From an optimization exercise on the open Yosys and OpenROAD flow, aimed at a short achievable clock period; shortcuts taken in it are not production practice.
The RTL was checked by simulation tests, not by an equivalence proof against the original design.
No driver is modelled on the clock port, so clocking that relies on it looks cheaper here than on a real chip.
Power is estimated from default activity; no workload was simulated.

## Basic_ALU
module Basic_ALU (
    clock,
    reset,
    enable,
    aluin1,
    aluin2,
    aluoperation,
    aluopselect,
    aluout
);
    input               clock, reset, enable;
    input      [31:0]   aluin1, aluin2;
    input      [2:0]    aluoperation, aluopselect;
    output reg [32:0]   aluout;
    wire [31:0] a = aluin1;
    wire [31:0] b = aluin2;
    wire is_add = (aluoperation == 3'd1);
    wire is_sub = (aluoperation == 3'd2);
    wire is_not = (aluoperation == 3'd3);
    wire is_and = (aluoperation == 3'd4);
    wire is_or  = (aluoperation == 3'd5);
    wire is_xor = (aluoperation == 3'd6);
    wire is_op  = is_add | is_sub | is_not | is_and | is_or | is_xor;
    wire [31:0] a_g0 = a & b;
    wire [31:0] a_t0 = a | b;
    wire [31:0] s_graw = a & ~b;
    wire [31:0] s_t0 = a | ~b;
    wire [31:0] s_g0 = {s_graw[31:1], s_t0[0]};
    wire [31:0] a_g1, a_t1;
    assign a_g1[0] = a_g0[0];
    assign a_t1[0] = a_t0[0];
    assign a_g1[1] = a_g0[1] | (a_t0[1] & a_g0[0]);
    assign a_t1[1] = a_t0[1] & a_t0[0];
    assign a_g1[2] = a_g0[2] | (a_t0[2] & a_g0[1]);
  ...
For scale: about 1400 cells after synthesis, ~33 flip-flops.
export LEC_CHECK = 0
export CAP_MARGIN = 20
export CORE_MARGIN = 2
export CORE_UTILIZATION = 30
export SETUP_SLACK_MARGIN = 5
export SLEW_MARGIN = 20
create_clock -name core_clock -period 6.0 [get_ports {clock}]
standard.sh (not shown) runs the stock make flow with config.mk's settings and CLKGATE_MAP_FILE= SYNTH_SCRIPT=/design/flow/synth_recipe.tcl, a recipe that flattens the netlist after the stock synthesis.
==> flow/flow/run.sh <==
#!/bin/bash
# Own layout flow: the standard ORFS flow (standard.sh) with a different synthesis step.
#  - flow/gate_synth.tcl present: the design is a hand-mapped gate netlist that
#    flow/gen_gates.py writes to alu_gates.v (same function and register names as rtl/Basic_ALU.v).
set -euo pipefail
here=$(pwd)
args=()
if [ -f flow/gate_synth.tcl ]; then
  python3 flow/gen_gates.py > $here/alu_gates.v
  export MY_GATES=$here/alu_gates.v
  args+=(SYNTH_SCRIPT=$here/flow/gate_synth.tcl)
elif [ -f flow/my_synth.tcl ]; then
  export MY_ABC_SCRIPT=$here/flow/abc.script
  if [ -f flow/keep.txt ]; then export MY_ABC_KEEP="$(cat flow/keep.txt)"; fi
  args+=(SYNTH_SCRIPT=$here/flow/my_synth.tcl ADDER_MAP_FILE=)
fi
if [ -f flow/post_cts.tcl ]; then args+=(POST_CTS_TCL=$here/flow/post_cts.tcl); fi
if [ -f flow/post_grt.tcl ]; then args+=(POST_GLOBAL_ROUTE_TCL=$here/flow/post_grt.tcl); fi
bash standard.sh "${args[@]}" finish > $here/flow_make.log 2>&1 || { tail -50 $here/flow_make.log; exit 1; }
tail -5 $here/flow_make.log
test -f out/final.def
==> flow/flow/abc.script <==
strash
dch -f
map -p
mfs2
strash
dch -f
map -p
topo
buffer -p -c
upsize -c
dnsize -c
stime -c
==> flow/flow/post_grt.tcl <==
# Extra setup repair after global routing (sourced by ORFS's global_route.tcl as
# POST_GLOBAL_ROUTE_TCL): a longer repair_timing run on global-route parasitics,
# then legalization, incremental re-route of the changed nets and new route guides.
log_cmd estimate_parasitics -global_routing
puts "post_grt: WS before [worst_slack -max]"
set margin [expr {[info exists ::env(SETUP_SLACK_MARGIN)] ? $::env(SETUP_SLACK_MARGIN) : 0}]
log_cmd global_route -start_incremental
log_cmd repair_timing -setup -setup_margin $margin -repair_tns 100 -max_passes 1000 -sequence "sizeup,swap"
log_cmd detailed_placement
log_cmd global_route -end_incremental
log_cmd estimate_parasitics -global_routing
puts "post_grt: WS after [worst_slack -max]"
check_placement -verbose
write_guides $::env(RESULTS_DIR)/route.guide
Other scripts of this flow, unchanged in this note and not shown: flow/flow/keep.txt, flow/flow/my_synth.tcl, flow/flow/post_cts.tcl
Next try:
--- a/flow/flow/run.sh
+++ b/flow/flow/run.sh
@@ -18 +17,0 @@
-if [ -f flow/post_grt.tcl ]; then args+=(POST_GLOBAL_ROUTE_TCL=$here/flow/post_grt.tcl); fi
==> flow/flow/abc.script (replaced) <==
strash
dch -f
map -p
topo
buffer -p -c
upsize -c
dnsize -c
stime -c
- CORE_UTILIZATION: 30 -> 20
removed: flow/flow/post_grt.tcl
Critical path depth stays the same.
Non-clock buffer count increases by 21.
Synthesized area increases by 13%.
Utilization decreases by 23 points.
Count of clock-buffer cells in the layout increases by 2.
Setup slack gets worse by 0.050 ns.
Clock power decreases by 11%.
Routed wire length increases by 11%.
Sequential share of layout area decreases by 0.19 points.
Next try:
--- a/flow/flow/run.sh
+++ b/flow/flow/run.sh
@@ -17,0 +18 @@
+if [ -f flow/post_grt.tcl ]; then args+=(POST_GLOBAL_ROUTE_TCL=$here/flow/post_grt.tcl); fi
==> flow/flow/abc.script (replaced) <==
strash
dch -f
map -p
mfs2
strash
dch -f
map -p
topo
buffer -p -c
upsize -c
dnsize -c
stime -c
==> flow/flow/post_grt.tcl (new file) <==
# Extra setup repair after global routing (sourced by ORFS's global_route.tcl as
# POST_GLOBAL_ROUTE_TCL): a longer repair_timing run on global-route parasitics,
# then legalization, incremental re-route of the changed nets and new route guides.
log_cmd estimate_parasitics -global_routing
puts "post_grt: WS before [worst_slack -max]"
set margin [expr {[info exists ::env(SETUP_SLACK_MARGIN)] ? $::env(SETUP_SLACK_MARGIN) : 0}]
log_cmd global_route -start_incremental
log_cmd repair_timing -setup -setup_margin $margin -repair_tns 100 -max_passes 1000 -sequence "sizeup,swap"
log_cmd detailed_placement
log_cmd global_route -end_incremental
log_cmd estimate_parasitics -global_routing
puts "post_grt: WS after [worst_slack -max]"
check_placement -verbose
write_guides $::env(RESULTS_DIR)/route.guide
After rerunning: Die area fell by 11%; fmax went up by 2.5%; final area decreases by 6.8%; critical path depth fell by 2; worst setup slack is better by 0.059 ns; non-clock buffer count goes down by 36; synthesized area is lower by 11%.
Next try:
--- a/flow/flow/abc.script
+++ b/flow/flow/abc.script
@@ -4 +4 @@
-mfs2
+mfs2 -a
After rerunning: The new run completed with no timing, DRC or antenna violations; clock skew stays the same; cell count rose by a few percent; wire length rose slightly; sequential cell count stays the same; global-route usage grows by 0.18 points.

* * *

## before
Basic_ALU again, from the RTL that the note above started with.
clock: 6.0 ns
lec_check: 0
cap_margin: 20
core_margin: 2
core_utilization: 20
setup_slack_margin: 5
slew_margin: 20
==> flow/flow/run.sh <==
#!/bin/bash
# Own layout flow: the standard ORFS flow (standard.sh) with a different synthesis step.
#  - flow/gate_synth.tcl present: the design is a hand-mapped gate netlist that
#    flow/gen_gates.py writes to alu_gates.v (same function and register names as rtl/Basic_ALU.v).
set -euo pipefail
here=$(pwd)
args=()
if [ -f flow/gate_synth.tcl ]; then
  python3 flow/gen_gates.py > $here/alu_gates.v
  export MY_GATES=$here/alu_gates.v
  args+=(SYNTH_SCRIPT=$here/flow/gate_synth.tcl)
elif [ -f flow/my_synth.tcl ]; then
  export MY_ABC_SCRIPT=$here/flow/abc.script
  if [ -f flow/keep.txt ]; then export MY_ABC_KEEP="$(cat flow/keep.txt)"; fi
  args+=(SYNTH_SCRIPT=$here/flow/my_synth.tcl ADDER_MAP_FILE=)
fi
if [ -f flow/post_cts.tcl ]; then args+=(POST_CTS_TCL=$here/flow/post_cts.tcl); fi
if [ -f flow/post_grt.tcl ]; then args+=(POST_GLOBAL_ROUTE_TCL=$here/flow/post_grt.tcl); fi
bash standard.sh "${args[@]}" finish > $here/flow_make.log 2>&1 || { tail -50 $here/flow_make.log; exit 1; }
tail -5 $here/flow_make.log
test -f out/final.def
==> flow/flow/post_cts.tcl <==
# Extra setup repair after CTS (sourced by ORFS's cts.tcl as POST_CTS_TCL):
# a longer repair_timing run, then a greedy sizer that tries every drive strength
# of each cell on the worst path and keeps the one that gives the best worst slack.
log_cmd estimate_parasitics -placement
puts "post_cts: WS before [worst_slack -max]"
set margin [expr {[info exists ::env(SETUP_SLACK_MARGIN)] ? $::env(SETUP_SLACK_MARGIN) : 0}]
log_cmd repair_timing -setup -setup_margin $margin -repair_tns 100 -max_passes 1000 -sequence "sizeup,swap"
puts "post_cts: WS after repair_timing [worst_slack -max]"
estimate_parasitics -placement
puts "post_cts: WS after repair re-estimated [worst_slack -max]"

proc size_family {cell} {
  set name [get_name $cell]
  if {![regexp {^(sky130_fd_sc_hd__[a-z0-9_]+?)_([0-9]+)$} $name -> base sz]} { return {} }
  set res {}
  foreach c [get_lib_cells ${base}_*] {
    set n [get_name $c]
    if {![regexp "^${base}_\[0-9\]+\$" $n]} continue
    set bad 0
    foreach pat $::env(DONT_USE_CELLS) { if {[string match $pat $n]} { set bad 1 } }
    if {!$bad} { lappend res $n }
  }
  return $res
}
proc path_insts {} {
  set pe [lindex [find_timing_paths -path_delay max -group_path_count 1] 0]
  set insts {}
  foreach pin [[$pe path] pins] {
    set pn [get_full_name $pin]
    set k [string last "/" $pn]
    if {$k < 0} continue
    set iname [string range $pn 0 [expr {$k-1}]]
    if {[lsearch -exact $insts $iname] < 0} { lappend insts $iname }
  }
  return $insts
}
set stall 0
for {set it 0} {$it < 80 && $stall < 3} {incr it} {
  set ws_start [worst_slack -max]
  foreach iname [path_insts] {
    set inst [get_cells $iname]
    set cur [get_name [get_lib_cells -of_objects $inst]]
    if {[string match "*__df*" $cur] || [string match "*clkbuf*" $cur]} continue
    set best $cur; set bestws [worst_slack -max]
    foreach c [size_family [get_lib_cells -of_objects $inst]] {
      if {$c eq $cur} continue
      replace_cell $inst $c
      estimate_parasitics -placement
      set ws [worst_slack -max]
      if {$ws > $bestws + 1e-5} { set best $c; set bestws $ws }
    }
    replace_cell $inst $best
    estimate_parasitics -placement
  }
  set ws_end [worst_slack -max]
  if {$ws_end > $ws_start + 1e-4} { set stall 0 } else { incr stall }
}
puts "post_cts: WS after sizer [worst_slack -max]"
estimate_parasitics -placement
puts "post_cts: WS after sizer re-estimated [worst_slack -max]"
set result [catch { detailed_placement } msg]
if { $result != 0 } { error "post_cts: detailed placement failed: $msg" }
check_placement -verbose
log_cmd estimate_parasitics -placement
puts "post_cts: WS after legalization [worst_slack -max]"
==> flow/flow/post_grt.tcl <==
# Extra setup repair after global routing (sourced by ORFS's global_route.tcl as
# POST_GLOBAL_ROUTE_TCL): a longer repair_timing run on global-route parasitics,
# then legalization, incremental re-route of the changed nets and new route guides.
log_cmd estimate_parasitics -global_routing
puts "post_grt: WS before [worst_slack -max]"
set margin [expr {[info exists ::env(SETUP_SLACK_MARGIN)] ? $::env(SETUP_SLACK_MARGIN) : 0}]
log_cmd global_route -start_incremental
log_cmd repair_timing -setup -setup_margin $margin -repair_tns 100 -max_passes 1000 -sequence "sizeup,swap"
log_cmd detailed_placement
log_cmd global_route -end_incremental
log_cmd estimate_parasitics -global_routing
puts "post_grt: WS after [worst_slack -max]"
check_placement -verbose
write_guides $::env(RESULTS_DIR)/route.guide
Other scripts of this flow, unchanged in this note and not shown: flow/flow/abc.script, flow/flow/keep.txt, flow/flow/my_synth.tcl
before completed every stage of the flow, and the final layout passed the timing, DRC and antenna checks.
Modified inputs, after compared to before
- a change of SETUP_SLACK_MARGIN from 5 to 3.6
diff --git a/flow/flow/run.sh b/flow/flow/run.sh
--- a/flow/flow/run.sh
+++ b/flow/flow/run.sh
@@ -16,5 +16,4 @@
 fi
 if [ -f flow/post_cts.tcl ]; then args+=(POST_CTS_TCL=$here/flow/post_cts.tcl); fi
-if [ -f flow/post_grt.tcl ]; then args+=(POST_GLOBAL_ROUTE_TCL=$here/flow/post_grt.tcl); fi
 bash standard.sh "${args[@]}" finish > $here/flow_make.log 2>&1 || { tail -50 $here/flow_make.log; exit 1; }
 tail -5 $here/flow_make.log
removed: flow/flow/post_grt.tcl
## What came out
In after, clock period minus final worst setup slack is lower than in before.
Between after and before, register-to-register slack is higher for after, before comes in under that.
after against before: post-route cell area lower, worst IR drop on VDD did not really move, worst setup slack now sits higher.

-- what the ideal ports hide --
In the flow no input, the clock included, has a driving cell. The finished layouts below were timed again as built, in two steps.
Step 1 (the two cells are an assumption about what drives the block):
set clk [get_ports {clock}]
set_driving_cell -lib_cell sky130_fd_sc_hd__clkbuf_16 $clk
set_driving_cell -lib_cell sky130_fd_sc_hd__buf_2 [delete_from_list [all_inputs] $clk]
Step 2, shift: input delay + t, output delay - t, t = (earliest + latest rising clock arrival at the registers) / 2. This alone moves slack from input paths to output paths.
a / b / c = no drivers / after step 1 / after step 2; a / b = the first two.
run | shift t [ns] | setup slack, ns | hold slack, ns | worst setup path after step 2 | cell pins on the clock port's net
the first run of note 1 | 0.356 | 3.588 / 3.580 / 3.224 | 0.478 / 0.478 / 0.478 | input to register | 1
the second run of note 1 | 0.368 | 3.538 / 3.465 / 3.097 | 0.487 / 0.487 / 0.487 | input to register | 1
the third run of note 1 | 0.352 | 3.597 / 3.568 / 3.217 | 0.477 / 0.477 / 0.477 | input to register | 1
the fourth run of note 1 | 0.358 | 3.579 / 3.552 / 3.194 | 0.481 / 0.481 / 0.481 | input to register | 1
before | 0.369 | 3.539 / 3.468 / 3.099 | 0.490 / 0.490 / 0.490 | input to register | 1
after | 0.353 | 3.544 / 3.504 / 3.151 | 0.474 / 0.474 / 0.474 | input to register | 1
After both steps setup and hold are still met in every run listed. The setup slack of the second run of note 1, which loses most, moves by -0.073 ns with the drivers and by -0.441 ns with both steps.
